This is an optimization exercise on Yosys and OpenROAD, whose aim is small area, not a production implementation. At most, simulation tests tie the RTL to the original design; equivalence was not proved. Only the layout flow was run in run 3; the RTL was not checked for function there. The clock port is modelled as an ideal driver; clocking choices that lean on that would not hold on a real chip. Power and IR drop assume default switching activity.

--- flow/config.mk ---
export PLATFORM = sky130hd
export DESIGN_NAME = clock
export DESIGN_NICKNAME = clock
export VERILOG_FILES = /design/flow/design.v
export SDC_FILE = /design/flow/constraint.sdc
export NUM_CORES = 4
export LEC_CHECK = 0
export ABC_AREA = 1
export CAP_MARGIN = 20
export CORE_MARGIN = 2
export CORE_UTILIZATION = 65
export CTS_BUF_LIST = sky130_fd_sc_hd__clkbuf_4 sky130_fd_sc_hd__clkbuf_8
export CTS_CLUSTER_DIAMETER = 100
export CTS_CLUSTER_SIZE = 40
export PLACE_DENSITY = 0.8
export SLEW_MARGIN = 20
--- flow/constraint.sdc ---
create_clock -name core_clock -period 10.0 [get_ports {clk}]
set_input_delay 2.0000 -clock core_clock [delete_from_list [all_inputs] [get_ports {clk}]]
set_output_delay 2.0000 -clock core_clock [all_outputs]
set_load 0.01 [all_outputs]
--- flow/design.v ---
`timescale 1ns / 1ps
module clock
(
    input        clk,
    input        rst_n,
    input  [2:0] key,
    output reg   led,
    output [3:0] dig,
    output       dp,
    output [7:0] smg
);
reg  [3:0] scq;
wire [1:0] q  = scq[1:0];
wire [1:0] sc = scq[3:2];
reg  [2:0] u;       
reg  [4:0] w;       
reg        h;       
wire q3     = (q == 2'd3);
wire u4     = u[2];
wire w24    = w[4] & w[3];
wire notrun = w24 & w[0];
wire tick   = q3 & u4 & w24 & ~w[0] & h;          
wire e_key   = (q == 2'd2) & u4;                  
wire e_press = q3 & (u == 3'd0) & ~notrun;        
wire e_led   = (q == 2'd0) & u4 & w24;            
always @(posedge clk) begin
    if (!rst_n) begin
        scq <= 4'b0010;
        u   <= 3'd0;
        w   <= 5'd25;
        h   <= 1'b1;
    end else begin
        scq <= scq + 1'b1;
        if (q3) begin
            u <= u4 ? 3'd0 : u + 1'b1;
            if (u4) begin
                w <= w24 ? 5'd0 : w + 1'b1;
                if (w24)
                    h <= ~h;
            end
        end
    end
end
always @(posedge clk)
    led <= ~notrun & (e_led ? (~h & ~led) : (led & rst_n));
reg [2:0] key_s;
reg [2:0] prs;
always @(posedge clk) begin
    if (!rst_n)
        key_s <= 3'b111;
    else if (e_key)
        key_s <= key;
    if (e_key)
        prs <= key_s & ~key;
end
wire p_mode  = prs[0];
wire p_plus  = prs[1];
wire p_minus = prs[2];
reg [2:0] mode;
reg       pause;
reg [3:0] sec_l, sec_h;
reg [3:0] min_l;
reg [2:0] min_h;
reg [3:0] hour_l, hour_h;
reg [3:0] hdisp_l, hdisp_h;    
reg [5:0] sec_cnt;
wire m1 = (mode == 3'd1);
wire m2 = (mode == 3'd2);
wire m3 = (mode == 3'd3);
wire m4 = (mode == 3'd4);
wire m5 = (mode == 3'd5);
wire ed   = e_press & ~p_mode;       
wire cm   = tick & (sec_cnt == 6'd59);
wire ml9  = (min_l == 4'd9);
wire mh5  = (min_h == 3'd5);
wire cmh  = cm & ml9;
wire ch   = cmh & mh5;
wire hh2  = (hour_h == 4'd2);
wire e1 = ed & m1, e2 = ed & m2, e3 = ed & m3, e4 = ed & m4;
wire ml0 = (min_l == 4'd0);
wire ml_dw = e1 & p_minus & ml0;
wire ml_up = ((e1 & p_plus) | (cm & ~m1)) & ~ml_dw;
wire ml_dn = e1 & p_minus & ~p_plus & ~ml0;
wire [3:0] min_l_n = ml_dw ? 4'd9 :
                     (ml_up & ml9) ? 4'd0 :
                     ml_up ? min_l + 4'd1 :
                     ml_dn ? min_l - 4'd1 : min_l;
wire mh0 = (min_h == 3'd0);
wire mh_dw = e2 & p_minus & mh0;
wire mh_up = ((e2 & p_plus) | (cmh & ~m2)) & ~mh_dw;
wire mh_dn = e2 & p_minus & ~p_plus & ~mh0;
wire [2:0] min_h_n = mh_dw ? 3'd5 :
                     (mh_up & mh5) ? 3'd0 :
                     mh_up ? min_h + 3'd1 :
                     mh_dn ? min_h - 3'd1 : min_h;
wire hl0 = (hour_l == 4'd0);
wire hl_top = hh2 ? (hour_l == 4'd3) : (hour_l == 4'd9);
wire hl_dw = e3 & p_minus & hl0;
wire hl_up = ((e3 & p_plus) | (ch & ~m3)) & ~hl_dw;
wire hl_dn = e3 & p_minus & ~p_plus & ~hl0;
wire [3:0] hour_l_n = hl_dw ? (hh2 ? 4'd3 : 4'd9) :
                      (hl_up & hl_top) ? 4'd0 :
                      hl_up ? hour_l + 4'd1 :
                      hl_dn ? hour_l - 4'd1 : hour_l;
wire hh0 = (hour_h == 4'd0);
wire hh_dw = e4 & p_minus & hh0;
wire hh_clr = (e4 & p_plus & hh2) | (ch & ~m4 & hh2 & (hour_l == 4'd3));
wire hh_up = ((e4 & p_plus) | (ch & ~m4 & (hour_l == 4'd9))) & ~hh_dw;
wire hh_dn = e4 & p_minus & ~p_plus & ~hh0;
wire [3:0] hour_h_n = hh_dw ? 4'd2 :
                      hh_clr ? 4'd0 :
                      hh_up ? hour_h + 4'd1 :
                      hh_dn ? hour_h - 4'd1 : hour_h;
wire [2:0] mode_n = (e_press & p_mode) ? (m5 ? 3'd0 : mode + 3'd1) : mode;
wire [3:0] min_l_d  = rst_n ? min_l_n  : 4'd0;
wire [2:0] min_h_d  = rst_n ? min_h_n  : 3'd0;
wire [3:0] hour_l_d = rst_n ? hour_l_n : 4'd0;
wire [3:0] hour_h_d = rst_n ? hour_h_n : 4'd0;
wire [2:0] mode_d   = rst_n ? mode_n   : 3'd0;
wire sw_clr = ~rst_n | (e_press & p_minus);
wire sw_run = tick & m5 & ~pause;
wire sl9 = (sec_l == 4'd9);
always @(posedge clk) begin
    mode   <= mode_d;
    min_l  <= min_l_d;
    min_h  <= min_h_d;
    hour_l <= hour_l_d;
    hour_h <= hour_h_d;
    if (mode_d != 3'd5) begin
        hdisp_l <= hour_l_d;
        hdisp_h <= hour_h_d;
    end
    if (!rst_n)
        pause <= 1'b0;
    else if (e_press)
        pause <= m5 & (pause ^ p_plus);
    if (!rst_n)
        sec_cnt <= 6'd0;
    else if (tick)
        sec_cnt <= (sec_cnt == 6'd59) ? 6'd0 : sec_cnt + 6'd1;
    if (sw_clr) begin
        sec_l <= 4'd0;
        sec_h <= 4'd0;
    end else if (sw_run) begin
        sec_l <= sl9 ? 4'd0 : sec_l + 4'd1;
        if (sec_h == 4'd9)
            sec_h <= 4'd0;
        else if (sl9)
            sec_h <= sec_h + 4'd1;
    end
end
wire [1:0] dsel = sc - 2'd1;
reg  [3:0] val;
always @(*) begin
    case (dsel)
        2'd0: val = hdisp_h;
        2'd1: val = hdisp_l;
        2'd2: val = m5 ? sec_h : {1'b0, min_h};
        default: val = m5 ? sec_l : min_l;
    endcase
end
reg [6:0] seg;
always @(*) begin
    case (val)
        4'd0: seg = 7'h3f;
        4'd1: seg = 7'h06;
        4'd2: seg = 7'h5b;
        4'd3: seg = 7'h4f;
        4'd4: seg = 7'h66;
        4'd5: seg = 7'h6d;
        4'd6: seg = 7'h7d;
        4'd7: seg = 7'h07;
        4'd8: seg = 7'h7f;
        4'd9: seg = 7'h6f;
        default: seg = 7'h00;
    endcase
end
assign smg = {~notrun, ~seg[6] & ~notrun, ~seg[5:0]};
assign dp  = m5;
wire blink = ~h & ((m4 & dsel == 2'd0) | (m3 & dsel == 2'd1) |
                   (m2 & dsel == 2'd2) | (m1 & dsel == 2'd3));
wire blank = notrun | blink | (m5 & ~dsel[1]);
assign dig = blank ? 4'b0000 : (4'b0001 << dsel);
endmodule
--- flow/run.sh ---
#!/bin/bash
# synth_recipe.tcl (not shown) runs the flow's synth.tcl, then flattens the netlist and writes it again
# the make line also repeats each setting of config.mk as NAME=value (left out here)
make -C /OpenROAD-flow-scripts/flow DESIGN_CONFIG=/design/flow/config.mk WORK_HOME=/design/flow/orfs CLKGATE_MAP_FILE= SYNTH_SCRIPT=/design/flow/synth_recipe.tcl finish
==> results of run 1 <==
==> layout make-up <==
cell class                 count  area [um2]  area share
clock inverter                 4        95.1      0.0214
clock buffer                  12         153      0.0343
timing repair buffer          18         180      0.0405
tap                           75        93.8      0.0211
sequential                    61        1330       0.300
inverter                      83         312      0.0701
multi-input combinational    382        2280       0.513
==> critical path, cell delays in order, from the launching register on <==
cell             delay (ps)
dfxtp_1                 420
inv_1                    90
ha_1                    250
a22o_1                  220
inv_1                    50
nand2_1                  40
o21ai_1                 290
inv_1                   120
ha_1                    300
o21ai_0                 190
nand2_1                  80
clkdlybuf4s50_1         480
==> kinds of logic (layout without fill, tap and decap cells) <==
logic type / Yosys count / count (layout)
buf+inv: 90 / 117
flops: 61 / 61
compound gates: 90 / 90
simple gates: 248 / 248
mux: 1 / 1
fa+ha+maj: 29 / 29
xor+xnor: 14 / 14
==> metrics by stage <==
step                      power (uW)  cell area (um2)
after floorplan                  296             3950
after global routing             606             4440
after global placement           316             4200
after CTS                        588             4440
after detailed placement         318             4200
final                            586             4440
==> layout by cell type, fill, tap and decap left out, types with 3 or more instances in the layout <==
cell type        count
clkbuf_8            10
nor2_4               6
ha_1                27
nand2_4              3
a21oi_1             29
inv_2                5
o21ai_0             31
nand2_1             94
edfxtp_1            11
xnor2_1              4
clkdlybuf4s50_1     18
o21ai_1              8
nand3_2              6
bufinv_16            3
inv_1               78
nor3_1              11
dfxtp_1             50
nand3_1             43
o211ai_1             7
nand2_2             14
xor2_1              10
nor2_1              49
nor3b_1              5
==> cells in the mapped netlist (2+ instances only) <==
library cell,n,area [um2]
edfxtp_1,11,330
inv_1,78,293
nand4_1,2,12.5
a21oi_2,2,17.5
o211ai_1,7,52.6
or2_2,2,12.5
nand3_2,6,60.1
nor3_1,11,55.1
fa_1,2,40.0
xor2_1,10,87.6
nand2_4,3,33.8
nor2_4,6,67.6
o22ai_1,2,12.5
nand2_1,94,353
nand2_2,14,87.6
clkbuf_1,4,15.0
inv_2,5,18.8
a211oi_1,2,15.0
nor2_1,49,184
nor3_2,2,20.0
ha_1,27,338
o21ai_1,8,40.0
xnor2_1,4,35.0
a21oi_1,29,145
dfxtp_1,50,1000
and3_1,2,12.5
nand3_4,2,35.0
a22o_1,2,17.5
nor3b_1,5,37.5
o21ai_0,31,155
nand3_1,43,215
==> registers in the layout (all words and copies together), names as in the netlist, 3 cells and up <==
signal,cells
min_h,3
sec_h,4
sec_l,4
hour_h,4
hdisp_l,4
min_l,4
u,3
key_s,3
w,5
hdisp_h,4
sec_cnt,6
scq,4
prs,3
hour_l,4
mode,3
==> layer usage <==
layer / vias to the layer above / global-route usage / share of wire
met2: 76 / 0.476 / 0.48
met1: 1568 / 0.320 / 0.45
met4: 0 / 0.0933 / 0.015
met3: 15 / 0.0692 / 0.047
li1: 1792 / - / -
met5: - / 0 / 0
==> power breakdown <==
part	internal (uW)	switching, uW
Sequential	251	2.42
Clock	178	96.2
Combinational	25.4	33.1
Total	454	132
==> worst max path at each step <==
stage	startpoint	to	slack (ps)	cells past startpoint
6_report	scq[2]	smg[3]	5130	11
5_1_grt	scq[2]	smg[3]	4880	13
4_1_cts	scq[2]	smg[3]	5120	11
3_5_place_dp	scq[2]	smg[3]	5490	11
3_3_place_gp	scq[2]	smg[1]	5610	10
2_1_floorplan	scq[2]	smg[1]	6090	9
==> impl_results.md, run 1 <==
- R2r startpoint: scq[1]
- Post-synth cell types: 49
- Xor and xnor fraction of the mapped netlist area: 0.0310
- Kind of critical path: flip-flop to output pin
- Row count: 28
- Die height: 82.0 um
- Clock transition at path regs: 70 ps
- Hold Crit Endpoint: w[1]
- Post-synth top flop: dfxtp_1
- Fill count: 465
- Minimum clock period: 4870 ps
- # clock sinks: 61
- Ratio of cells with drive above 1 in the final layout: 0.111
- H-tree depth reported by CTS: 3
- Register area share after synthesis: 0.337
- Clk latency of the worst-skew pair: 350 ps
- Final hold violation count: 0
- Vias in the first global route: 3323
- Syn Nets: 567
- Initial antenna violation count: 0
- Worst Skew: 11.7 ps
- Flop2flop setup slack: just over 7000 ps
- GRT Total Usage: 0.271
- Max_slew headroom: 0.336
- Final WS setup: 5130 ps
- WL per Instance: 13.3 um
- Synthesized area: 3950 um2
- CTS Buf Count: 9
- Worst Hold Launch: w[1]
- Initial DRC count: 275
- Input/output buffers: 18
- Multiplexer area fraction after synthesis: 0.00253
- Die W: 82.0 um
- CORE AREA: 5890 um2
- Largest family of logic cells by synthesized area: simple AND/OR/NAND/NOR gates
- Pin count of the biggest net entering global routing: 26
- RSZ-0062 raised after global routing: no
- Pwr dens: about 130 nW/um2
- Num ports: 19
- Via-per-instance ratio: 5.43
- Hold buffer count at CTS: 0
- Leakage: 0.00200 uW
- Die area: 6720 um2
- R2r worst-path depth: 15
- Slew @ Worst Pin: 992 ps
- Drt pass-1 iters: 5
- Antenna viol nets, final: 0
- Period utilization: 0.487
- Compound-Gate Fraction of Synth Area: 0.130
- Layout net count: a little under 600
- Placed Cells: 619
- Area Overhead vs Synth: 12.4%
- Synth Area in Simple Gates: 0.317
- Syn. warnings: 1
- Initial Utilization: 0.672
- Critical Path AT: 2870 ps
- Type of origin of the critical path: flip-flop
- MaxCap Viol Count: 0
- Post-route worst hold slack: 492 ps
- Adder-Cell Fraction of Synth Area: 0.0956
- Hold path depth: 2
- Number of diodes: 0
- Worst-path fanout max: 5
- Class of the worst hold path: flip-flop to flip-flop
- GP Congestion: 0.910
- Final cell count without fillers: 635
- Placement Setup Slack: 5490 ps
- Ys async rst share: 0
- FF-to-FF End: min_l[3]
- Total gr overflow: 0
- # setup viols final: 0
- HPWL after DPL: 6460 um
- Post-synth EDFFs: 11
- Status: no timing/DRC/antenna violations
- Syn Inst Count: about 530
- Worst path required time: about 8000 ps
- CP Capture Type: output pin
- Clk root buf: clkbuf_8
- Total routed wirelength: roughly 8500 um
- Fin. max-slew vios: 0
- Fmax: 205 MHz
- Syn avg cell area: approximately 7.4 um2
- Post-CTS sizing: 0
- Final TNS setup: 0 ps
- DRC viols: 0
- FF+latch count, synth: 61
- Layout Utilization: 0.755
- Global-route wire length before repair: around 14000 um
- Longest Clk Path Bufs: 2
- CTS tree: yes
- Via count: 3451
- Peak VDD IR: 110 uV
- Post-CTS setup buffer count: 0
==> run 2: changes to the inputs <==
==> flow/flow/run.sh (new file) <==
#!/bin/bash
# Own flow: the standard synthesis, then the combinational logic re-mapped
# for area (flip-flops kept as synthesised), then the standard layout.
set -euo pipefail
W=$PWD
F=$W/flow
R=$W/orfs/results/$FLOW_PLATFORM/clock/base
LIB=$FLOW_HOME/platforms/$FLOW_PLATFORM/lib/sky130_fd_sc_hd__tt_025C_1v80.lib

bash standard.sh synth > $W/synth.log 2>&1

cp $R/1_2_yosys.v $W/standard_synth.v
RESYN_LIB=$LIB RESYN_ABC=$F/resyn.abc RESYN_DONTUSE="$(cat $F/dontuse.txt)" \
RESYN_IN=$W/standard_synth.v RESYN_TOP=$FLOW_TOP RESYN_OUT=$W/resyn.v \
    yosys -c $F/resyn.tcl > $W/resyn.log 2>&1
cp $W/resyn.v $R/1_2_yosys.v
rm -f $R/1_synth.odb $R/1_synth.sdc

export BUFFER_PORTS_ARGS="${BUFFER_PORTS_ARGS:-}"
bash standard.sh finish > $W/layout.log 2>&1
==> flow/flow/dontuse.txt (new file) <==
-dont_use sky130_fd_sc_hd__lpflow_bleeder_1 -dont_use sky130_fd_sc_hd__lpflow_clkbufkapwr_1 -dont_use sky130_fd_sc_hd__lpflow_clkbufkapwr_16 -dont_use sky130_fd_sc_hd__lpflow_clkbufkapwr_2 -dont_use sky130_fd_sc_hd__lpflow_clkbufkapwr_4 -dont_use sky130_fd_sc_hd__lpflow_clkbufkapwr_8 -dont_use sky130_fd_sc_hd__lpflow_clkinvkapwr_1 -dont_use sky130_fd_sc_hd__lpflow_clkinvkapwr_16 -dont_use sky130_fd_sc_hd__lpflow_clkinvkapwr_2 -dont_use sky130_fd_sc_hd__lpflow_clkinvkapwr_4 -dont_use sky130_fd_sc_hd__lpflow_clkinvkapwr_8 -dont_use sky130_fd_sc_hd__lpflow_decapkapwr_12 -dont_use sky130_fd_sc_hd__lpflow_decapkapwr_3 -dont_use sky130_fd_sc_hd__lpflow_decapkapwr_4 -dont_use sky130_fd_sc_hd__lpflow_decapkapwr_6 -dont_use sky130_fd_sc_hd__lpflow_decapkapwr_8 -dont_use sky130_fd_sc_hd__lpflow_inputiso0n_1 -dont_use sky130_fd_sc_hd__lpflow_inputiso0p_1 -dont_use sky130_fd_sc_hd__lpflow_inputiso1n_1 -dont_use sky130_fd_sc_hd__lpflow_inputiso1p_1 -dont_use sky130_fd_sc_hd__lpflow_inputisolatch_1 -dont_use sky130_fd_sc_hd__lpflow_isobufsrc_1 -dont_use sky130_fd_sc_hd__lpflow_isobufsrc_16 -dont_use sky130_fd_sc_hd__lpflow_isobufsrc_2 -dont_use sky130_fd_sc_hd__lpflow_isobufsrc_4 -dont_use sky130_fd_sc_hd__lpflow_isobufsrc_8 -dont_use sky130_fd_sc_hd__lpflow_isobufsrckapwr_16 -dont_use sky130_fd_sc_hd__lpflow_lsbuf_lh_hl_isowell_tap_1 -dont_use sky130_fd_sc_hd__lpflow_lsbuf_lh_hl_isowell_tap_2 -dont_use sky130_fd_sc_hd__lpflow_lsbuf_lh_hl_isowell_tap_4 -dont_use sky130_fd_sc_hd__lpflow_lsbuf_lh_isowell_4 -dont_use sky130_fd_sc_hd__lpflow_lsbuf_lh_isowell_tap_1 -dont_use sky130_fd_sc_hd__lpflow_lsbuf_lh_isowell_tap_2 -dont_use sky130_fd_sc_hd__lpflow_lsbuf_lh_isowell_tap_4 -dont_use sky130_fd_sc_hd__probe_p_8 -dont_use sky130_fd_sc_hd__probec_p_8 
==> flow/flow/resyn.abc (new file) <==
strash
&get -n
&deepsyn -T 20
&put
dch -f
amap
topo
==> flow/flow/resyn.tcl (new file) <==
# Re-map the combinational logic of the standard synthesis for area.
# The flip-flops are kept as they are (same instances, names and cells).
yosys -import
set lib $::env(RESYN_LIB)
set script $::env(RESYN_ABC)
read_liberty -ignore_miss_func $lib
# flip-flops, latches and clock gates stay black boxes

blackbox {sky130_fd_sc_hd__df*} {sky130_fd_sc_hd__edf*} {sky130_fd_sc_hd__sdf*} {sky130_fd_sc_hd__sedf*} {sky130_fd_sc_hd__dl*} {sky130_fd_sc_hd__sdl*} {sky130_fd_sc_hd__conb*}
read_verilog $::env(RESYN_IN)
hierarchy -top $::env(RESYN_TOP)
flatten
opt -full
opt_clean -purge
stat
abc -liberty $lib {*}$::env(RESYN_DONTUSE) -script $script
opt_clean -purge
stat -liberty $lib
write_verilog -noattr -noexpr $::env(RESYN_OUT)
==> flow/standard.sh (new file) <==
#!/bin/bash
# synth_recipe.tcl (not shown) runs the flow's synth.tcl, then flattens the netlist and writes it again
# the make line also repeats each setting of config.mk as NAME=value (left out here)
make -C /OpenROAD-flow-scripts/flow DESIGN_CONFIG=/design/flow/config.mk WORK_HOME=/design/flow/orfs CLKGATE_MAP_FILE= SYNTH_SCRIPT=/design/flow/synth_recipe.tcl "${@:-finish}"
removed: flow/run.sh
==> run 2 against run 1 <==
Net effect: highest routed layer unchanged; largest power group is now sequential cells; critical endpoint is now smg[1]; critical path type unchanged; largest cell class unchanged; area after synthesis shrank 25%; power shrank 7.4%; non-clock buffer count is the same; clock-buffer cell count grew 3; first-iteration DRC count grew 24%; synthesized cell count shrank 26%.
==> impl_results.md, run 2 <==
- Max reg flops: 6
- Synthesized area: 2960 um2
- Input/output buffers: 18
- Worst-path fanout max: 7
- Num ports: 19
- Final hold violation count: 0
- Worst Skew: 5.85 ps
- Fmax: about 180 MHz
- Post-CTS sizing: 0
- Number of diodes: 0
- MaxCap Viol Count: 0
- Syn Inst Count: 393
- Largest regs: sec_cnt: 6 flops, w: 5 flops
- Most common cell after layout, fill and taps aside: nor2_1
- Via count: 2899
- CORE AREA: 4380 um2
- Slew @ Worst Pin: 701 ps
- Fin. max-slew vios: 0
- Type of origin of the critical path: flip-flop
- Status: no timing/DRC/antenna violations
- Biggest register: sec_cnt
- Max_slew headroom: 0.521
- Post-route worst hold slack: roughly 450 ps
- Syn. warnings: 1
- RSZ-0062 raised after global routing: no
- Leakage: 0.00118 uW
- CTS Buf Count: 9
- Hold buffer count at CTS: 0
- Longest Clk Path Bufs: 2
- Initial Utilization: 0.676
- Total routed wirelength: 7160 um
- GRT Total Usage: 0.297
- Minimum clock period: 5570 ps
- Initial DRC count: 341
- Vias in the first global route: 2593
- Pwr dens: 159 nW/um2
- Ratio of cells with drive above 1 in the final layout: 0.0375
- Global-route wire length before repair: 11800 um
- Clk root buf: clkbuf_8
- Total gr overflow: 0
- Period utilization: 0.557
- # clock sinks: 61
- Post-CTS setup buffer count: 0
- Pin count of the biggest net entering global routing: 20
- Commonest non-fill, non-tap cells in the layout: 84 x nor2_1, 59 x clkinv_1, 50 x dfxtp_1, 32 x nand2_1, 26 x o21ai_0
- Syn Nets: 398
- GP Congestion: roughly 0.94
- Placed inst area: 3210 um2
- Clock transition at path regs: 70 ps
- Overall Power: around 540 uW
- Class of the worst hold path: flip-flop to flip-flop
- CP Capture Type: output pin
- DRC viols: 0
- Critical Path AT: 3570 ps
- HPWL after DPL: 5240 um
- Final TNS setup: 0 ps
- Die W: 71.5 um
- Die height: between 70 and 80 um
- Row count: 24
- Layout net count: 427
- Final Cell Area: roughly 3400 um2
- Area Overhead vs Synth: 15.6%
- Die area: just over 5000 um2
- Drt pass-1 iters: 5
- Worst path required time: about 8000 ps
- Kind of critical path: flip-flop to output pin
- Peak VDD IR: between 100 and 150 uV
- Syn avg cell area: 7.54 um2
- H-tree depth reported by CTS: 3
- # setup viols final: 0
- WL per Instance: 14.9 um
- Initial antenna violation count: 0
- Antenna viol nets, final: 0
- Clk latency of the worst-skew pair: 340 ps
- Via-per-instance ratio: 6.05
- CTS tree: yes
==> run 2: area by class of cell <==
type                    count  area, um2
inverters                  59        221
fillers                   341        960
repair buffers             18        180
well taps                  52       65.1
flip-flops and latches     61       1330
multi-input cells         273       1410
clock buffers              15        188
clock inverters             1       30.0
==> run 2: layer usage <==
metal / share of wire / wire length, um / track usage / vias to the layer above
li1: - / - / - / 1427
met1: 0.44 / 3140 / 0.387 / 1303
met2: 0.46 / 3320 / 0.483 / 137
met3: 0.066 / 474 / 0.0506 / 32
met4: 0.032 / 230 / 0.143 / 0
met5: 0 / 0 / 0 / -
==> run 2: path summary, 6_finish.rpt <==
check | start | endpoint | slack, ps | cells after the start
worst max-delay path | mode[0] | smg[1] | 4430 | 13
worst min-delay path | scq[0] | scq[0] | 450 | 1
worst max register to register | scq[1] | hdisp_h[3] | 5190 | 18
worst min register to register | scq[0] | scq[0] | 450 | 1
==> run 2: metrics by stage <==
step                      setup slack (ps)  cells   util
after CTS                             4530    479  0.781
after detailed placement              4910    463  0.731
after global placement                5130    463  0.731
after global routing                  4220    479  0.781
after floorplan                       5480    393      -
final                                 4430    479  0.781
==> run 2: worst max-delay path: stages, from the launching register on <==
cell and delay, ps:
dfxtp_1 430, clkinv_1 120, nor2_1 400, clkinv_1 210, nand2_1 170, nor2_1 70, o22a_1 210, o21ai_0 160
nand2_1 120, nand2_1 150, nand2_1 90, or3_1 380, o21ai_0 160, clkdlybuf4s50_1 560
==> run 2: power breakdown <==
part | internal [uW] | switching, uW | total [uW]
Combinational | 21.6 | 28.1 | 49.7
Clock | 144 | 92.2 | 236
Sequential | 254 | 3.39 | 257
Total | 419 | 124 | 543
==> run 3: changes to the inputs <==
--- a/flow/design.v
+++ b/flow/design.v
@@ -27,3 +27,3 @@
     if (!rst_n) begin
-        scq <= 4'b0010;
+        scq <= 4'b1110;
         u   <= 3'd0;
@@ -59,3 +59,2 @@
 reg [2:0] mode;
-reg       pause;
 reg [3:0] sec_l, sec_h;
@@ -69,4 +68,5 @@
 wire m3 = (mode == 3'd3);
-wire m4 = (mode == 3'd4);
-wire m5 = (mode == 3'd5);
+wire m4 = mode[2] & ~mode[0];
+wire m5 = mode[2] & mode[0];
+wire pause = mode[1];
 wire ed   = e_press & ~p_mode;       
@@ -113,3 +113,4 @@
                       hh_dn ? hour_h - 4'd1 : hour_h;
-wire [2:0] mode_n = (e_press & p_mode) ? (m5 ? 3'd0 : mode + 3'd1) : mode;
+wire [2:0] mode_n = (e_press & p_mode) ? (m5 ? 3'd0 : mode + 3'd1) :
+                    (e_press & m5 & p_plus) ? (mode ^ 3'b010) : mode;
 wire [3:0] min_l_d  = rst_n ? min_l_n  : 4'd0;
@@ -128,3 +129,3 @@
     hour_h <= hour_h_d;
-    if (mode_d != 3'd5) begin
+    if (~(mode_d[2] & mode_d[0])) begin
         hdisp_l <= hour_l_d;
@@ -132,6 +133,2 @@
     end
-    if (!rst_n)
-        pause <= 1'b0;
-    else if (e_press)
-        pause <= m5 & (pause ^ p_plus);
     if (!rst_n)
@@ -151,3 +148,3 @@
 end
-wire [1:0] dsel = sc - 2'd1;
+wire [1:0] dsel = sc;
 reg  [3:0] val;
==> flow/flow/run.sh (replaced) <==
#!/bin/bash
# Own flow: the standard synthesis with its combinational logic re-mapped
# for area (flip-flops kept as synthesised), the standard floorplan and
# placement, a small clock tree of its own, then the standard routing.
set -euo pipefail
W=$PWD
F=$W/flow
R=$W/orfs/results/$FLOW_PLATFORM/clock/base
P=$FLOW_HOME/platforms/$FLOW_PLATFORM
LIB=$P/lib/sky130_fd_sc_hd__tt_025C_1v80.lib

bash standard.sh synth > $W/synth.log 2>&1

cp $R/1_2_yosys.v $W/standard_synth.v
RESYN_LIB=$LIB RESYN_ABC=$F/resyn.abc RESYN_DONTUSE="$(cat $F/dontuse.txt)" \
RESYN_IN=$W/standard_synth.v RESYN_TOP=$FLOW_TOP RESYN_OUT=$W/resyn.v \
    yosys -c $F/resyn.tcl > $W/resyn.log 2>&1
cp $W/resyn.v $R/1_2_yosys.v
rm -f $R/1_synth.odb $R/1_synth.sdc

export BUFFER_PORTS_ARGS="-buffer_cell sky130_fd_sc_hd__buf_1"
bash standard.sh place > $W/place.log 2>&1

CTS_RESULTS=$R CTS_PLATFORM_DIR=$P CTS_NBUF=4 CTS_BUF=sky130_fd_sc_hd__clkbuf_8 \
CTS_DONT_USE="$(sed 's/-dont_use //g' $F/dontuse.txt)" \
    openroad -no_init -exit $F/cts.tcl > $W/cts.log 2>&1

bash standard.sh finish > $W/layout.log 2>&1
==> flow/flow/cts.tcl (new file) <==
# Clock tree: the flip-flops split into CTS_NBUF groups by k-means on their
# placement, each group driven by one clock buffer at its centre, all
# buffers driven by the clock port.
set R $::env(CTS_RESULTS)
set P $::env(CTS_PLATFORM_DIR)
read_lef $P/lef/sky130_fd_sc_hd.tlef
read_lef $P/lef/sky130_fd_sc_hd_merged.lef
read_liberty $P/lib/sky130_fd_sc_hd__tt_025C_1v80.lib
read_db $R/3_place.odb
read_sdc $R/3_place.sdc
source $P/setRC.tcl
set_dont_use $::env(CTS_DONT_USE)

set block [ord::get_db_block]
set dbu [$block getDbUnitsPerMicron]
# flip-flop clock pins and their positions
set pins {}
foreach inst [$block getInsts] {
  if {[[$inst getMaster] isSequential]} {
    set bb [$inst getBBox]
    lappend pins [list [$inst getName] [expr {([$bb xMin] + [$bb xMax]) / 2.0 / $dbu}] [expr {([$bb yMin] + [$bb yMax]) / 2.0 / $dbu}]]
  }
}
set k $::env(CTS_NBUF)
# k-means, seeded with flip-flops spread along x
set sorted [lsort -real -index 1 $pins]
set n [llength $sorted]
set cent {}
for {set i 0} {$i < $k} {incr i} {
  set p [lindex $sorted [expr {int(($i + 0.5) * $n / $k)}]]
  lappend cent [list [lindex $p 1] [lindex $p 2]]
}
for {set it 0} {$it < 50} {incr it} {
  set groups {}
  for {set i 0} {$i < $k} {incr i} { lappend groups {} }
  foreach p $pins {
    set best 0; set bd 1e30
    for {set i 0} {$i < $k} {incr i} {
      set c [lindex $cent $i]
      set d [expr {abs([lindex $p 1] - [lindex $c 0]) + abs([lindex $p 2] - [lindex $c 1])}]
      if {$d < $bd} { set bd $d; set best $i }
    }
    lset groups $best [concat [lindex $groups $best] [list $p]]
  }
  set cent {}
  foreach g $groups {
    set sx 0; set sy 0
    foreach p $g { set sx [expr {$sx + [lindex $p 1]}]; set sy [expr {$sy + [lindex $p 2]}] }
    set m [llength $g]
    if {$m == 0} { set m 1 }
    lappend cent [list [expr {$sx / $m}] [expr {$sy / $m}]]
  }
}
for {set i 0} {$i < $k} {incr i} {
  set g [lindex $groups $i]
  if {[llength $g] == 0} continue
  set loads {}
  foreach p $g { lappend loads [get_pins [lindex $p 0]/CLK] }
  set c [lindex $cent $i]
  puts "clock buffer $i: [llength $g] flip-flops at $c"
  insert_buffer -buffer_cell $::env(CTS_BUF) -net clk -load_pins $loads -location $c -buffer_name clkbuf_$i -net_name clknet_$i
}
detailed_placement
check_placement -verbose
set_propagated_clock [all_clocks]
estimate_parasitics -placement
report_clock_skew
report_worst_slack -min
report_worst_slack -max
report_check_types -max_slew -max_capacitance -violators
set worst 0
foreach pin [get_pins -hierarchical */CLK] { set s [get_property $pin slew_max]; if {$s > $worst} {set worst $s} }
puts "worst flip-flop clock slew: $worst"
write_db $R/4_1_cts.odb
file copy -force $R/4_1_cts.odb $R/4_cts.odb
write_sdc $R/4_cts.sdc
==> run 3 against run 2 <==
Net effect: highest routed layer unchanged; global-route usage decreased by 4.1 points; power decreased by 19%; sequential share of layout area increased by 3.1 points; register-to-register slack about the same; critical path depth increased by 3.
==> impl_results.md, run 3 <==
- Register share of total power: 0.584
- Placed Cells: 461
- RSZ-0062 raised after global routing: no
- Ratio of cells with drive above 1 in the final layout: 0.0121
- Via-per-instance ratio: about 5.9
- Most common cell after layout, fill and taps aside: nor2_1
- Number of diodes: 0
- Die height: 71.2 um
- Input/output buffers: 18
- Layout net count: 420
- Flop2flop setup slack: 5190 ps
- Die area: 5060 um2
- Initial antenna violation count: 0
- Vias in the first global route: roughly 2400
- Worst Hold Launch: sec_l[3]
- Logic pwr share: 0.203
- Clock share of power: 0.213
- Largest regs: sec_cnt: 6 flops, w: 5 flops
- Max reg flops: 6
- CORE AREA: 4350 um2
- GRT Total Usage: 0.256
- Total gr overflow: 0
- Placed inst area: around 3000 um2
- CP Capture Type: output pin
- Area Overhead vs Synth: 6.66%
- Syn Nets: about 400
- Final hold violation count: 0
- GP Congestion: just over 0.9
- FF-to-FF End: hdisp_h[3]
- Internal power: 317 uW
- Pin count of the biggest net entering global routing: 23
- DRC viols: 0
- Syn avg cell area: 7.52 um2
- Minimum clock period: about 5600 ps
- Clk latency of the worst-skew pair: roughly 160 ps
- Global-route wire length before repair: 10800 um
- Via count: 2730
- Die W: 71.2 um
- Clock transition at path regs: 100 ps
- Max_slew headroom: 0.519
- Commonest non-fill, non-tap cells in the layout: 89 x nor2_1, 55 x clkinv_1, 49 x dfxtp_1, 37 x nand2_1, 25 x nor3_1
- Class of the worst hold path: flip-flop to flip-flop
- HPWL after DPL: 4940 um
- Peak VDD IR: 132 uV
- Total routed wirelength: between 6000 and 7000 um
- Status: no timing/DRC/antenna violations
- Num ports: 19
- Met2 capacity usage during global routing: 0.449
- Hold Crit Endpoint: sec_l[3]
- Placement Setup Slack: approximately 4700 ps
- Period utilization: 0.561
- Initial DRC count: 190
- Drt pass-1 iters: 7
- R2r startpoint: scq[0]
- Fin. max-slew vios: 0
- Critical Path AT: 3610 ps
- Kind of critical path: flip-flop to output pin
- Met1 Use GR: 0.353
- Antenna viol nets, final: 0
- Hold path depth: 1
- Syn Inst Count: 390
- Slew @ Worst Pin: 716 ps
- Row count: 24
- Final cell count without fillers: 465
- Overall Power: 439 uW
- Worst path required time: 8000 ps
- Worst-path fanout max: 8
- Met3 Track Usage GR: 0.0271
- Worst Skew: about 27 ps
- Syn. warnings: 1
- Pwr dens: 140 nW/um2
- WL per Instance: 13.5 um
- Leakage: about 0.0011 uW
- Initial Utilization: 0.673
- Psw: 122 uW
- Final WS setup: 4390 ps
- Fmax: ~180 MHz
- Biggest register: sec_cnt
- Synthesized area: 2930 um2
- Final TNS setup: 0 ps
- Final Cell Area: 3130 um2
- Fill count: around 350
- Net Sw Frac: 0.278
- MaxCap Viol Count: 0
- Type of origin of the critical path: flip-flop
- R2r worst-path depth: 19
- # setup viols final: 0
- GR peak layer: met2
run 3: changes by cell type in the layout (fill, tap and decap cells not counted), sizes merged, moves of 4 or more:
| cell | before | now |
|---|---|---|
| nor3 | 21 | 25 |
| nand2 | 32 | 37 |
| clkinv | 59 | 55 |
| nor2 | 84 | 89 |
| nand3 | 10 | 4 |
| clkbuf | 15 | 4 |
| a31oi | 9 | 5 |
| buf | 0 | 19 |
| o21ai | 26 | 21 |
| clkdlybuf4s50 | 18 | 0 |
run 3: area by class of cell:
cell class	instances	area [um2]	share of cell area
timing repair buffer	19	75.1	0.0240
clock buffer	4	55.1	0.0176
multi-input combinational	275	1410	0.452
sequential	60	1310	0.419
tap	52	65.1	0.0208
inverter	55	206	0.0660
run 3: how the worst max path moves through the flow:
stage / startpoint / end / slack [ps] / depth (start not counted)
floorplan: mode[0] / smg[1] / 4740 / 15
global placement: mode[0] / smg[1] / 4920 / 16
global route: mode[0] / smg[1] / 3940 / 16
finish: mode[0] / smg[1] / 4390 / 16
detailed placement: mode[0] / smg[1] / 4700 / 16
run 3: critical path, cell delays in order, from the launching register on:
cell and delay [ps]:
dfxtp_1 480, clkinv_1 160, nor2_1 360, clkinv_1 290
nand3_1 230, o22ai_1 100, nor3_1 270, clkinv_1 160
or2_0 270, nand2_1 90, and2_0 150, o21ai_0 120
nand2_1 110, o21ai_0 120, or2_0 230, o21ai_0 140
buf_1 160
run 3: power by group through the flow:
stage	combinational, uW	sequential (uW)	clock (uW)
finish	88.9	256	93.5
global route	101	257	103
global placement	85.3	261	0
detailed placement	87.8	262	0
floorplan	61.2	261	0
run 3: stage by stage:
stage / util / hold WS, ps
2_1_floorplan: - / 431
3_3_place_gp: 0.705 / 441
3_5_place_dp: 0.705 / 456
5_1_grt: 0.718 / 483
6_report: 0.718 / 456
run 3: metal layers:
metal  up-vias  wire length, um
li1       1413                -
met1      1241             2990
met2        62             2870
met3        14              312
met4         0              126
met5         -                0
==> run 4: changes to the inputs <==
--- a/flow/design.v
+++ b/flow/design.v
@@ -24,3 +24,3 @@
 wire e_press = q3 & (u == 3'd0) & ~notrun;        
-wire e_led   = (q == 2'd0) & u4 & w24;            
+wire e_led   = (q == 2'd0) & (u == 3'd4) & (w == 5'd24);
 always @(posedge clk) begin
==> run 4 against run 3 <==
Net effect: still clean; combinational power is 37% higher; area after synthesis is 0.26% higher; sequential power hardly changed; non-clock buffer count is 1 lower; wire length is 0.29% lower; largest power group unchanged.
==> impl_results.md, run 4 <==
- Die W: 71.2 um
- Type of origin of the critical path: flip-flop
- Area Overhead vs Synth: 6.39%
- Worst Hold Launch: scq[0]
- MaxCap Viol Count: 0
- Footprint of the multi-input gates: 1430 um2
- Minimum clock period: 5260 ps
- Psw: between 100 and 150 uW
- Fill count: 367
- Antenna viol nets, final: 0
- Total gr overflow: 0
- CORE AREA: around 4400 um2
- Initial antenna violation count: 0
- Syn. warnings: 1
- HPWL after DPL: 4860 um
- Via count: 2733
- Syn avg cell area: 7.52 um2
- Max_slew headroom: 0.516
- Sequential Area: roughly 1300 um2
- Row count: 24
- # setup viols final: 0
- Fmax: approximately 190 MHz
- FF-to-FF End: hdisp_l[2]
- Register share of total power: 0.541
- Largest regs: sec_cnt: 6 flops, w: 5 flops
- Pin count of the biggest net entering global routing: 23
- Layout net count: 420
- Via-per-instance ratio: about 5.9
- Num ports: 19
- Net Sw Frac: 0.303
- Global-route wire length before repair: 11300 um
- Die area: approximately 5100 um2
- Worst Setup SP: mode[2]
- GP Congestion: 0.919
- Drt pass-1 iters: 4
- Internal power: 331 uW
- Die height: approximately 70 um
- Ratio of cells with drive above 1 in the final layout: 0.00969
- Final hold violation count: 0
- Worst-path fanout max: 5
- Period utilization: 0.526
- Vias in the first global route: 2644
- Worst Skew: 35.7 ps
- Leakage: 0.00106 uW
- Layout Utilization: 0.718
- Class of the worst hold path: flip-flop to flip-flop
- Clock share of power: 0.202
- R2r worst-path depth: 21
- Clock transition at path regs: 90 ps
- Number of diodes: 0
- Fin. max-slew vios: 0
- Flop2flop setup slack: 5690 ps
- Initial DRC count: 238
- WL per Instance: 13.5 um
- Logic pwr share: 0.257
- Worst path required time: ~8000 ps
- Biggest register: sec_cnt
- Synthesized area: a little under 3000 um2
- DRC viols: 0
- Hold Crit Endpoint: scq[0]
- Initial Utilization: 0.675
- Pwr dens: 152 nW/um2
- Most common cell after layout, fill and taps aside: nor2_1
- Critical Path AT: 3260 ps
- RSZ-0062 raised after global routing: no
- Hold path depth: 1
- CP Capture Type: output pin
- R2r startpoint: scq[1]
- Final TNS setup: 0 ps
- Status: no timing/DRC/antenna violations
- GRT Total Usage: 0.264
- Syn Inst Count: 391
- Slew @ Worst Pin: approximately 720 ps
- Total routed wirelength: 6280 um
- Peak VDD IR: between 100 and 150 uV
- Clk latency of the worst-skew pair: 160 ps
- Input/output buffers: 18
- Commonest non-fill, non-tap cells in the layout: 93 x nor2_1, 53 x clkinv_1, 49 x dfxtp_1, 31 x nand2_1, 27 x o21ai_0
- Kind of critical path: flip-flop to output pin
- Max reg flops: 6
- Syn Nets: 396
run 4: cell types whose count changed in the layout (fill, tap and decap cells not counted), moves of 4 or more:
| cell | change |
|---|---|
| o21ai_0 | +6 |
| a31oi_1 | -4 |
| nand2_1 | -6 |
| a211oi_1 | +5 |
| nor2_1 | +4 |
run 4: power groups by stage:
| stage | clock (uW) | combinational (uW) | sequential, uW |
|---|---|---|---|
| after global routing | 106 | 140 | 258 |
| after floorplan | 0 | 84.4 | 261 |
| after global placement | 0 | 117 | 261 |
| final | 95.7 | 122 | 256 |
| after detailed placement | 0 | 120 | 262 |
run 4: layout make-up:
cell class                 count  area share
sequential                    60       0.419
inverter                      53      0.0636
multi-input combinational    278       0.457
clock buffer                   4      0.0176
timing repair buffer          18      0.0216
tap                           52      0.0208
run 4: routing by layer:
metal  global-route usage  vias to the layer above  share of wire
li1                     -                     1415              -
met1                0.362                     1226           0.45
met2                0.456                       76           0.47
met3               0.0183                       16          0.054
met4               0.0713                        0          0.023
met5                    0                        -              0
run 4: worst max-delay path by stage:
stage / to / slack [ps] / cells after the start
floorplan: smg[1] / 5130 / 14
global placement: smg[1] / 5180 / 15
detailed placement: smg[1] / 4970 / 15
global route: smg[1] / 4290 / 15
finish: smg[1] / 4740 / 15
run 4: worst max-delay path, cell delays in order (launching register included):
cell	delay, ps
dfxtp_1	410
clkinv_1	160
nor2_1	260
clkinv_1	210
nor2_1	240
a21oi_1	110
o221a_1	120
o21ai_0	330
nand2_1	140
nand2_1	120
o21ai_0	110
o21a_1	140
a21o_1	170
or2_0	240
o21ai_0	180
buf_1	170
run 4: through the flow:
| stage | hold WS (ps) | worst slack [ps] | power [uW] | instances | instance area, um2 |
|---|---|---|---|---|---|
| detailed placement | 424 | 4970 | 382 | 461 | 3070 |
| floorplan | 413 | 5130 | 345 | 391 | 2940 |
| global placement | 421 | 5180 | 378 | 461 | 3070 |
| global route | 475 | 4290 | 503 | 465 | 3130 |
| finish | 431 | 4740 | 474 | 465 | 3130 |
==> run 5: changes to the inputs <==
--- a/flow/flow/run.sh
+++ b/flow/flow/run.sh
@@ -23,3 +23,3 @@
 
-CTS_RESULTS=$R CTS_PLATFORM_DIR=$P CTS_NBUF=4 CTS_BUF=sky130_fd_sc_hd__clkbuf_8 \
+CTS_RESULTS=$R CTS_PLATFORM_DIR=$P CTS_NBUF=3 CTS_BUF=sky130_fd_sc_hd__clkbuf_8 \
 CTS_DONT_USE="$(sed 's/-dont_use //g' $F/dontuse.txt)" \
==> flow/config.mk (replaced) <==
export PLATFORM = sky130hd
export DESIGN_NAME = clock
export DESIGN_NICKNAME = clock
export VERILOG_FILES = /design/flow/design.v
export SDC_FILE = /design/flow/constraint.sdc
export NUM_CORES = 4
export LEC_CHECK = 0
export ABC_AREA = 1
export CAP_MARGIN = 20
export CORE_MARGIN = 2
export CORE_UTILIZATION = 85
export PLACE_DENSITY = 0.92
export SLEW_MARGIN = 20
==> run 5 against run 4 <==
Net effect: the flow now stops in 3_1_place_gp_skip_io; synthesized cell count unchanged; area after synthesis is the same.
==> impl_results.md, run 5 <==
- Status: aborted with a tool error
- Fail Step: 3_1_place_gp_skip_io
- Halt Reason: [ERROR GPL-0301] Utilization 102.629 % exceeds 100%.
- Syn. warnings: 1
- Syn Inst Count: 391
- Syn avg cell area: roughly 7.5 um2
- Initial Utilization: 0.881
- Row count: 21
- Syn Nets: between 300 and 400
- Die W: 62.8 um
- Synthesized area: 2940 um2
- Die height: 62.8 um
==> run 6: changes to the inputs <==
--- a/flow/design.v
+++ b/flow/design.v
@@ -72,5 +72,5 @@
 wire ed   = e_press & ~p_mode;       
-wire cm   = tick & (sec_cnt == 6'd59);
-wire ml9  = (min_l == 4'd9);
-wire mh5  = (min_h == 3'd5);
+wire cm   = tick & (sec_cnt[5:3] == 3'b111) & sec_cnt[1] & sec_cnt[0];    
+wire ml9  = min_l[3] & min_l[0];      
+wire mh5  = min_h[2] & min_h[0];      
 wire cmh  = cm & ml9;
@@ -122,3 +122,3 @@
 wire sw_run = tick & m5 & ~pause;
-wire sl9 = (sec_l == 4'd9);
+wire sl9 = sec_l[3] & sec_l[0];        
 always @(posedge clk) begin
@@ -129,3 +129,3 @@
     hour_h <= hour_h_d;
-    if (~(mode_d[2] & mode_d[0])) begin
+    if (~rst_n | ~m5 | (e_press & p_mode)) begin    
         hdisp_l <= hour_l_d;
@@ -136,3 +136,3 @@
     else if (tick)
-        sec_cnt <= (sec_cnt == 6'd59) ? 6'd0 : sec_cnt + 6'd1;
+        sec_cnt <= (sec_cnt[5:3] == 3'b111 && sec_cnt[1] && sec_cnt[0]) ? 6'd0 : sec_cnt + 6'd1;
     if (sw_clr) begin
@@ -142,3 +142,3 @@
         sec_l <= sl9 ? 4'd0 : sec_l + 4'd1;
-        if (sec_h == 4'd9)
+        if (sec_h[3] & sec_h[0])
             sec_h <= 4'd0;
==> flow/flow/run.sh (replaced) <==
#!/bin/bash
# Own flow: the standard synthesis with its combinational logic re-mapped
# for area (flip-flops kept as synthesised; the smallest of four ABC runs is
# kept), the standard floorplan and placement, a small clock tree of its
# own, then the standard routing and finishing.
set -euo pipefail
W=$PWD
F=$W/flow
R=$W/orfs/results/$FLOW_PLATFORM/clock/base
P=$FLOW_HOME/platforms/$FLOW_PLATFORM
LIB=$P/lib/sky130_fd_sc_hd__tt_025C_1v80.lib

bash standard.sh synth > $W/synth.log 2>&1

cp $R/1_2_yosys.v $W/standard_synth.v
for S in 1 2 3 4; do
  sed "s/@SEED@/$S/" $F/resyn.abc > $W/resyn_$S.abc
  RESYN_LIB=$LIB RESYN_ABC=$W/resyn_$S.abc RESYN_DONTUSE="$(cat $F/dontuse.txt)" \
  RESYN_IN=$W/standard_synth.v RESYN_TOP=$FLOW_TOP RESYN_OUT=$W/resyn_$S.v \
      yosys -c $F/resyn.tcl > $W/resyn_$S.log 2>&1 &
done
wait
best=""; besta=""
for S in 1 2 3 4; do
  a=$(grep "Chip area" $W/resyn_$S.log | tail -1 | awk '{print $NF}')
  if [[ -n "$a" ]] && { [[ -z "$besta" ]] || awk "BEGIN{exit !($a < $besta)}"; }; then best=$S; besta=$a; fi
done
echo "resyn areas: $(grep -h 'Chip area' $W/resyn_*.log | awk '{print $NF}' | tr '\n' ' ') -> seed $best" > $W/resyn_choice.log
cp $W/resyn_$best.v $R/1_2_yosys.v
rm -f $R/1_synth.odb $R/1_synth.sdc

export BUFFER_PORTS_ARGS="-buffer_cell sky130_fd_sc_hd__buf_1"
bash standard.sh place > $W/place.log 2>&1

CTS_RESULTS=$R CTS_PLATFORM_DIR=$P CTS_NBUF=4 CTS_BUF=sky130_fd_sc_hd__clkbuf_8 \
CTS_DONT_USE="$(sed 's/-dont_use //g' $F/dontuse.txt)" \
    openroad -no_init -exit $F/cts.tcl > $W/cts.log 2>&1

bash standard.sh finish > $W/layout.log 2>&1
==> flow/flow/resyn.abc (replaced) <==
strash
&get -n
&deepsyn -T 40 -S @SEED@
&put
dch -f
amap
topo
--- a/flow/config.mk
+++ b/flow/config.mk
@@ -10,4 +10,7 @@
 export CORE_MARGIN = 2
-export CORE_UTILIZATION = 85
-export PLACE_DENSITY = 0.92
+export CORE_UTILIZATION = 65
+export CTS_BUF_LIST = sky130_fd_sc_hd__clkbuf_4 sky130_fd_sc_hd__clkbuf_8
+export CTS_CLUSTER_DIAMETER = 100
+export CTS_CLUSTER_SIZE = 40
+export PLACE_DENSITY = 0.8
 export SLEW_MARGIN = 20
==> run 6 against run 5 <==
Net effect: the run now finishes clean; synthesized cell count shrank 4.3%; area after synthesis shrank 2.6%.
==> impl_results.md, run 6 <==
- Status: no timing/DRC/antenna violations
- Syn Nets: around 380
- Initial Utilization: 0.667
- Drt pass-1 iters: 4
- Largest regs: sec_cnt: 6 flops, w: 5 flops
- Initial DRC count: 196
- Fmax: 194 MHz
- Global-route wire length before repair: 11100 um
- Worst Setup SP: mode[0]
- Layout net count: just over 400
- Syn Inst Count: 374
- Leakage: 0.00106 uW
- MaxCap Viol Count: 0
- Placed inst area: 3000 um2
- Number of diodes: 0
- Max reg flops: 6
- Clk latency of the worst-skew pair: 160 ps
- Num ports: 19
- Syn. warnings: 1
- Antenna viol nets, final: 0
- RSZ-0062 raised after global routing: no
- Synthesized area: 2860 um2
- Max_slew headroom: 0.537
- WL per Instance: 14.1 um
- CORE AREA: roughly 4300 um2
- Input/output buffers: 18
- Total gr overflow: 0
- Class of the worst hold path: flip-flop to flip-flop
- GP Congestion: 1.01
- Area Overhead vs Synth: 6.56%
- Final Cell Area: 3050 um2
- Biggest register: sec_cnt
- R2r startpoint: scq[0]
- Ratio of cells with drive above 1 in the final layout: 0.0101
- Sequential Area: 1310 um2
- Flop2flop setup slack: 5790 ps
- Die height: 70.4 um
- Worst Hold Launch: key_s[2]
- Syn avg cell area: around 7.7 um2
- CP Capture Type: output pin
- HPWL after DPL: 4830 um
- Total routed wirelength: approximately 6300 um
- Minimum clock period: 5160 ps
- Period utilization: 0.516
- Overall Power: 377 uW
- Footprint of the multi-input gates: 1380 um2
- Initial antenna violation count: 0
- Peak VDD IR: 92.2 uV
- Fill count: 375
- Worst path required time: roughly 8000 ps
- Final hold violation count: 0
- Die area: about 5000 um2
- Via-per-instance ratio: 5.93
- Type of origin of the critical path: flip-flop
- Pwr dens: 124 nW/um2
- Row count: 24
- Pin count of the biggest net entering global routing: 20
- Worst Skew: 24.1 ps
- Most common cell after layout, fill and taps aside: nor2_1
- Die W: 70.4 um
- Layout Utilization: 0.710
- Vias in the first global route: roughly 2500
- Final TNS setup: 0 ps
- Slew @ Worst Pin: about 690 ps
- # setup viols final: 0
- Kind of critical path: flip-flop to output pin
- Fin. max-slew vios: 0
- DRC viols: 0
- Commonest non-fill, non-tap cells in the layout: 93 x nor2_1, 49 x dfxtp_1, 46 x clkinv_1, 29 x nor3_1, 25 x nand2_1
- Worst-path fanout max: 7
- GRT Total Usage: 0.263
- Via count: roughly 2700
- Critical Path AT: between 3000 and 4000 ps
- Clock transition at path regs: ~100 ps
[run 6: where the power goes]
group	internal [uW]	switching [uW]	total [uW]
Sequential	247	2.56	250
Combinational	10.4	22.4	32.8
Clock	36.9	57.5	94.4
[run 6: cell type report]
class | instances | share of cell area
clock buffer | 4 | 0.0180
inverter | 46 | 0.0566
multi-input combinational | 268 | 0.452
sequential | 60 | 0.430
tap | 52 | 0.0213
timing repair buffer | 18 | 0.0221
[run 6: per-stage QoR]
step	hold slack [ps]	setup WS (ps)	cells
3_5_place_dp	457	5120	444
5_1_grt	501	4430	448
2_1_floorplan	431	5290	374
6_report	478	4840	448
3_3_place_gp	445	5330	444
[run 6: routing by layer]
metal | up-vias | GRT usage | part of all wire
met2 | 55 | 0.450 | 0.46
met3 | 7 | 0.0216 | 0.045
met4 | 0 | 0.0427 | 0.014
met1 | 1235 | 0.372 | 0.48
met5 | - | 0 | 0
li1 | 1358 | - | -
[run 6: worst max-delay path: stages, from the launching register on]
cell	delay, ps
dfxtp_1	430
clkinv_1	180
nor2_1	310
clkinv_1	250
and3_1	230
a2111oi_0	450
nor2_1	110
o21ai_0	200
nand2_1	170
nor2_1	180
o22ai_1	140
o21ai_0	160
buf_1	180
[run 6: path summary, 6_finish.rpt]
check                                   to  cells past startpoint
worst max-delay path                smg[1]                     12
worst min-delay path              key_s[2]                      1
worst max register to register  hdisp_h[3]                     16
worst min register to register    key_s[2]                      1
==> run 7: changes to the inputs <==
--- a/flow/flow/run.sh
+++ b/flow/flow/run.sh
@@ -34,5 +34,11 @@
 
-CTS_RESULTS=$R CTS_PLATFORM_DIR=$P CTS_NBUF=4 CTS_BUF=sky130_fd_sc_hd__clkbuf_8 \
-CTS_DONT_USE="$(sed 's/-dont_use //g' $F/dontuse.txt)" \
-    openroad -no_init -exit $F/cts.tcl > $W/cts.log 2>&1
+export CTS_RESULTS=$R CTS_PLATFORM_DIR=$P CTS_BUF=sky130_fd_sc_hd__clkbuf_8 CTS_ROOT_BUF=sky130_fd_sc_hd__clkbuf_4
+export CTS_DONT_USE="$(sed 's/-dont_use //g' $F/dontuse.txt)"
+nbuf=8
+for k in 4 5 6 7; do
+  CTS_NBUF=$k CTS_WRITE=0 openroad -no_init -exit $F/cts.tcl > $W/cts_try$k.log 2>&1
+  s=$(grep "worst flip-flop clock slew" $W/cts_try$k.log | awk '{print $NF}')
+  if awk "BEGIN{exit !($s <= 0.105)}"; then nbuf=$k; break; fi
+done
+CTS_NBUF=$nbuf CTS_WRITE=1 openroad -no_init -exit $F/cts.tcl > $W/cts.log 2>&1
 
--- a/flow/flow/cts.tcl
+++ b/flow/flow/cts.tcl
@@ -1,3 +1,3 @@
-# Clock tree: the flip-flops split into CTS_NBUF groups by k-means on their
-# placement, each group driven by one clock buffer at its centre, all
+# Clock tree: the flip-flops split into CTS_NBUF balanced groups by k-means
+# on their placement, each group driven by one clock buffer at its centre, all
 # buffers driven by the clock port.
@@ -32,13 +32,26 @@
 }
-for {set it 0} {$it < 50} {incr it} {
-  set groups {}
-  for {set i 0} {$i < $k} {incr i} { lappend groups {} }
-  foreach p $pins {
-    set best 0; set bd 1e30
+# k-means with balanced groups: each round assigns flip-flops greedily by
+# distance to the nearest centre that still has room
+set cap [expr {($n + $k - 1) / $k}]
+for {set it 0} {$it < 30} {incr it} {
+  set pairs {}
+  for {set j 0} {$j < $n} {incr j} {
+    set p [lindex $pins $j]
     for {set i 0} {$i < $k} {incr i} {
       set c [lindex $cent $i]
-      set d [expr {abs([lindex $p 1] - [lindex $c 0]) + abs([lindex $p 2] - [lindex $c 1])}]
-      if {$d < $bd} { set bd $d; set best $i }
+      lappend pairs [list [expr {abs([lindex $p 1] - [lindex $c 0]) + abs([lindex $p 2] - [lindex $c 1])}] $j $i]
     }
-    lset groups $best [concat [lindex $groups $best] [list $p]]
+  }
+  set pairs [lsort -real -index 0 $pairs]
+  set done {}
+  set size {}
+  set groups {}
+  for {set i 0} {$i < $k} {incr i} { lappend size 0; lappend groups {} }
+  foreach pr $pairs {
+    set j [lindex $pr 1]; set i [lindex $pr 2]
+    if {[dict exists $done $j]} continue
+    if {[lindex $size $i] >= $cap} continue
+    dict set done $j 1
+    lset size $i [expr {[lindex $size $i] + 1}]
+    lset groups $i [concat [lindex $groups $i] [list [lindex $pins $j]]]
   }
@@ -62,2 +75,7 @@
 }
+if {$k > 4} {
+  set sx 0; set sy 0
+  foreach c $cent { set sx [expr {$sx + [lindex $c 0]}]; set sy [expr {$sy + [lindex $c 1]}] }
+  insert_buffer -buffer_cell $::env(CTS_ROOT_BUF) -net clk -location [list [expr {$sx / $k}] [expr {$sy / $k}]] -buffer_name clkbuf_root -net_name clknet_root
+}
 detailed_placement
@@ -73,4 +91,6 @@
 puts "worst flip-flop clock slew: $worst"
-write_db $R/4_1_cts.odb
-file copy -force $R/4_1_cts.odb $R/4_cts.odb
-write_sdc $R/4_cts.sdc
+if {$::env(CTS_WRITE)} {
+  write_db $R/4_1_cts.odb
+  file copy -force $R/4_1_cts.odb $R/4_cts.odb
+  write_sdc $R/4_cts.sdc
+}
==> flow/config.mk (replaced) <==
export PLATFORM = sky130hd
export DESIGN_NAME = clock
export DESIGN_NICKNAME = clock
export VERILOG_FILES = /design/flow/design.v
export SDC_FILE = /design/flow/constraint.sdc
export NUM_CORES = 4
export LEC_CHECK = 0
export ABC_AREA = 1
export CAP_MARGIN = 20
export CORE_MARGIN = 2
export CORE_UTILIZATION = 75
export PLACE_DENSITY = 0.88
export SLEW_MARGIN = 20
==> run 7 against run 6 <==
Net effect: clock skew decreased by 12 ps; largest cell class unchanged; cell count is 2.0% lower; still clean on timing, DRC and antenna; clock power grew 2%; wire length fell by 0.16%.
==> impl_results.md, run 7 <==
- Total routed wirelength: around 6300 um
- Commonest non-fill, non-tap cells in the layout: 85 x nor2_1, 49 x dfxtp_1, 42 x clkinv_1, 35 x nand2_1, 25 x nor3_1
- Class of the worst hold path: flip-flop to flip-flop
- Minimum clock period: 5590 ps
- Met1 Use GR: 0.382
- Largest regs: sec_cnt: 6 flops, w: 5 flops
- Status: no timing/DRC/antenna violations
- Fin. max-slew vios: 0
- GRT Total Usage: 0.300
- Final Cell Area: 3030 um2
- Ratio of cells with drive above 1 in the final layout: 0.0102
- Worst path required time: 8000 ps
- # setup viols final: 0
- Critical Path AT: 3590 ps
- Syn Nets: 374
- Crit-path cells: clkinv_1 > nor2_1 > clkinv_1 > nand2_1 > o22ai_1 > a211oi_1 > nor2_1 > a221oi_1 > nand2_1 > nand2_1 > o21ai_0 > nor2_1 > o32ai_1 > or2_0 > o21ai_0 > buf_1
- Max_slew headroom: 0.473
- Slowest stage cell, crit path: a221oi_1
- CP max stage delay: roughly 540 ps
- Total gr overflow: 0
- Initial DRC count: 229
- Placed inst area: 2980 um2
- Layout net count: 398
- MaxCap Viol Count: 0
- Final hold violation count: 0
- Fill count: 237
- Type of origin of the critical path: flip-flop
- Via count: 2714
- DRC viols: 0
- Drt pass-1 iters: 5
- Die area: 4310 um2
- Biggest register: sec_cnt
- Worst Skew: around 12 ps
- Flop2flop setup slack: 5840 ps
- Via-per-instance ratio: 6.18
- WL per Instance: roughly 14 um
- Initial Utilization: 0.778
- Leakage: 0.00105 uW
- Clock share of power: 0.223
- Met2 capacity usage during global routing: 0.537
- Period utilization: 0.559
- Initial antenna violation count: 0
- Vias in the first global route: 2494
- Area Overhead vs Synth: 6.41%
- Die W: 65.6 um
- Psw: between 100 and 150 uW
- Internal power: between 300 and 400 uW
- Clk latency of the worst-skew pair: about 160 ps
- Logic pwr share: 0.168
- Global-route wire length before repair: 10400 um
- Antenna viol nets, final: 0
- GR peak layer: met2
- GP Congestion: 0.918
- CORE AREA: 3660 um2
- Kind of critical path: flip-flop to output pin
- Net Sw Frac: 0.264
- Syn Inst Count: 369
- Most common cell after layout, fill and taps aside: nor2_1
- Met3 Track Usage GR: 0.0291
- HPWL after DPL: 4770 um
- Placed Cells: 435
- Syn. warnings: 1
- Pwr dens: 142 nW/um2
- Slew @ Worst Pin: 780 ps
- Worst-path fanout max: 6
- Register share of total power: 0.609
- Input/output buffers: 18
- Critical path's top delay family: simple AND/OR/NAND/NOR gates
- CP Buf/Inv Count: 3
- Final cell count without fillers: 439
- Final TNS setup: 0 ps
- Fmax: 179 MHz
- Number of diodes: 0
- Peak VDD IR: 124 uV
- Synthesized area: 2850 um2
- Pin count of the biggest net entering global routing: 21
- Max reg flops: 6
- CP Capture Type: output pin
- Num ports: 19
- Clock transition at path regs: 90 ps
- RSZ-0062 raised after global routing: no
- Syn avg cell area: approximately 7.7 um2
- Row count: 22
- Die height: 65.6 um
[run 7: worst paths after layout]
check / startpoint / to / cells past startpoint
setup reg to reg: scq[0] / hdisp_l[3] / 18
hold / removal: scq[0] / scq[0] / 1
setup / recovery: mode[0] / smg[1] / 16
hold reg to reg: scq[0] / scq[0] / 1
[run 7: power groups by stage]
stage | Sequential, uW | Clock (uW) | Combinational, uW
floorplan | 267 | 0 | 52.2
global placement | 268 | 0 | 69.2
detailed placement | 269 | 0 | 71.3
global route | 265 | 106 | 81.2
finish | 263 | 96.2 | 72.4
[run 7: stage by stage]
stage	hold WS [ps]	setup WS, ps	total power (uW)	util
final	482	4410	432	0.828
after detailed placement	465	4710	340	0.813
after floorplan	419	4910	319	-
after global routing	513	4060	452	0.828
after global placement	431	4900	337	0.813
[run 7: layout make-up]
| cell class | count | area (um2) | area share |
|---|---|---|---|
| timing repair buffer | 18 | 67.6 | 0.0223 |
| inverter | 42 | 158 | 0.0520 |
| tap | 48 | 60.1 | 0.0198 |
| sequential | 60 | 1310 | 0.433 |
| clock buffer | 4 | 55.1 | 0.0182 |
| multi-input combinational | 267 | 1380 | 0.455 |
[run 7: layer usage]
layer	up-vias	wire length, um	share of wire
li1	1349	-	-
met1	1232	2640	0.42
met2	113	3100	0.49
met3	20	417	0.066
met4	0	163	0.026
met5	-	0	0
==> run 8: changes to the inputs <==
--- a/flow/config.mk
+++ b/flow/config.mk
@@ -10,4 +10,4 @@
 export CORE_MARGIN = 2
-export CORE_UTILIZATION = 75
-export PLACE_DENSITY = 0.88
+export CORE_UTILIZATION = 65
+export PLACE_DENSITY = 0.8
 export SLEW_MARGIN = 20
==> run 8 against run 7 <==
Net effect: still clean; die area rose by 14%; clock power grew 25%; clock skew down 6.1 ps; area after synthesis is essentially flat; critical path type unchanged; largest cell class unchanged; largest power group unchanged.
==> impl_results.md, run 8 <==
- Max_slew headroom: 0.502
- GRT Total Usage: 0.254
- Post-route worst hold slack: 476 ps
- Peak VDD IR: 83.7 uV
- Internal power: 332 uW
- Psw: 143 uW
- Minimum clock period: 5050 ps
- Total gr overflow: 0
- Period utilization: 0.505
- Worst path required time: 8000 ps
- Input/output buffers: 18
- Clock share of power: 0.254
- Fill count: 346
- WL per Instance: about 13 um
- Layout net count: 403
- Via-per-instance ratio: just under 6
- # setup viols final: 0
- Register share of total power: 0.533
- Number of diodes: 0
- Status: no timing/DRC/antenna violations
- Net Sw Frac: 0.302
- Final hold violation count: 0
- Slew @ Worst Pin: 736 ps
- Die area: 4930 um2
- RSZ-0062 raised after global routing: no
- Logic pwr share: 0.214
- Vias in the first global route: 2385
- Synthesized area: 2850 um2
- Num ports: 19
- Clock transition at path regs: 70 ps
- CP Capture Type: output pin
- Pwr dens: about 150 nW/um2
- Row count: 24
- Area Overhead vs Synth: 7.59%
- Biggest register: sec_cnt
- MaxCap Viol Count: 0
- Kind of critical path: flip-flop to output pin
- GP Congestion: around 0.90
- Die height: 70.2 um
- Fin. max-slew vios: 0
- Syn avg cell area: 7.68 um2
- Initial Utilization: 0.664
- Die W: 70.2 um
- Initial antenna violation count: 0
- Total routed wirelength: 6030 um
- Fmax: 198 MHz
- Type of origin of the critical path: flip-flop
- Via count: 2603
- Drt pass-1 iters: 5
- Syn. warnings: 1
- Initial DRC count: roughly 140
- Critical Path AT: 3050 ps
- Commonest non-fill, non-tap cells in the layout: 84 x nor2_1, 49 x dfxtp_1, 46 x clkinv_1, 30 x nand2_1, 26 x nor3_1
- DRC viols: 0
- Worst-path fanout max: 7
- Largest regs: sec_cnt: 6 flops, w: 5 flops
- Antenna viol nets, final: 0
- Final TNS setup: 0 ps
- Clk latency of the worst-skew pair: 370 ps
- Global-route wire length before repair: 10600 um
- CORE AREA: 4290 um2
- Max reg flops: 6
- Most common cell after layout, fill and taps aside: nor2_1
- Syn Nets: between 300 and 400
- Ratio of cells with drive above 1 in the final layout: 0.0177
- Worst Skew: approximately 6 ps
- Leakage: ~0.0011 uW
- HPWL after DPL: about 4600 um
- Syn Inst Count: around 370
- Class of the worst hold path: flip-flop to flip-flop
- Pin count of the biggest net entering global routing: 18
==> run 8: cell types whose count changed in the layout (fill, tap and decap cells not counted), sizes merged, moves of 3 or more <==
| cell | change |
|---|---|
| nand2 | -5 |
| nand3 | +5 |
| a211oi | -4 |
| a221oi | -4 |
| clkinv | +4 |
| o21ai | +4 |
| a41oi | +3 |
| o21a | -3 |
==> run 8: worst max-delay path: stages, from the launching register on <==
cell      delay, ps
dfxtp_1         450
clkinv_1        170
nor2_1          260
clkinv_1        190
nand3_1         170
o22ai_1          90
nor3_1          250
clkinv_1        140
or2_0           280
o21ai_0         240
nor2_1           90
nor3_1          170
buf_1           170
==> run 8: per-stage QoR <==
stage          worst slack [ps]  utilization  cell area [um2]  total power [uW]  instances
2_1_floorplan              5500            -             2850               329        371
3_3_place_gp               5550        0.696             2990               356        442
3_5_place_dp               5380        0.696             2990               358        442
5_1_grt                    4590        0.714             3070               497        448
6_report                   4950        0.714             3070               475        448
==> run 8: area by class of cell <==
class,count,area (um2),area share
inverter,46,173,0.0563
multi-input combinational,265,1370,0.446
clock buffer,6,76.3,0.0249
tap,52,65.1,0.0212
sequential,60,1310,0.428
timing repair buffer,19,75.1,0.0245
==> run 8: routing by layer <==
layer	routed length, um	vias up	global-route usage	part of all wire
met5	0	-	0	0
li1	-	1362	-	-
met4	159	0	0.0620	0.026
met3	197	17	0.0188	0.033
met2	2780	48	0.425	0.46
met1	2890	1176	0.361	0.48
==> run 8: worst paths after layout <==
kind	start	end	slack (ps)	cells after the start
setup / recovery	mode[0]	smg[2]	4950	12
hold reg to reg	key_s[0]	key_s[0]	480	1
setup reg to reg	scq[0]	hdisp_h[3]	6090	14
hold / removal	key_s[0]	key_s[0]	480	1
==> run 8: power groups by stage <==
stage / combinational (uW) / clock [uW] / sequential (uW)
3_5_place_dp: 99.8 / 0 / 259
5_1_grt: 113 / 131 / 254
2_1_floorplan: 71.4 / 0 / 258
6_report: 101 / 120 / 253
3_3_place_gp: 97.7 / 0 / 259

static timing again, ports no longer ideal:
In the flow no input, the clock included, has a driving cell. The finished layouts below were timed again as built, in two steps. Step 1: set_driving_cell puts a clkbuf_16 on clk and a buf_2 on each other input, an assumption about the parent block. Step 2 times the ports against the registers' clock, not the clock port: input delays grow and output delays shrink by t, the midpoint of the rising clock arrivals with the driver on. a / b / c = no drivers / after step 1 / after step 2; a / b = the first two.
run	t, ns	slack for setup (ns)	pins driven straight from the clock port
run 1	0.371	5.129 / 5.098 / 5.469	1
run 2	0.364	4.429 / 4.404 / 4.768	1
run 3	0.206	4.395 / 4.332 / 4.538	4
run 4	0.201	4.743 / 4.689 / 4.890	4
run 6	0.204	4.843 / 4.782 / 4.986	4
run 7	0.207	4.408 / 4.352 / 4.559	4
run 8	0.390	4.949 / 4.923 / 5.313	1
After both steps setup and hold are still met in every run listed.
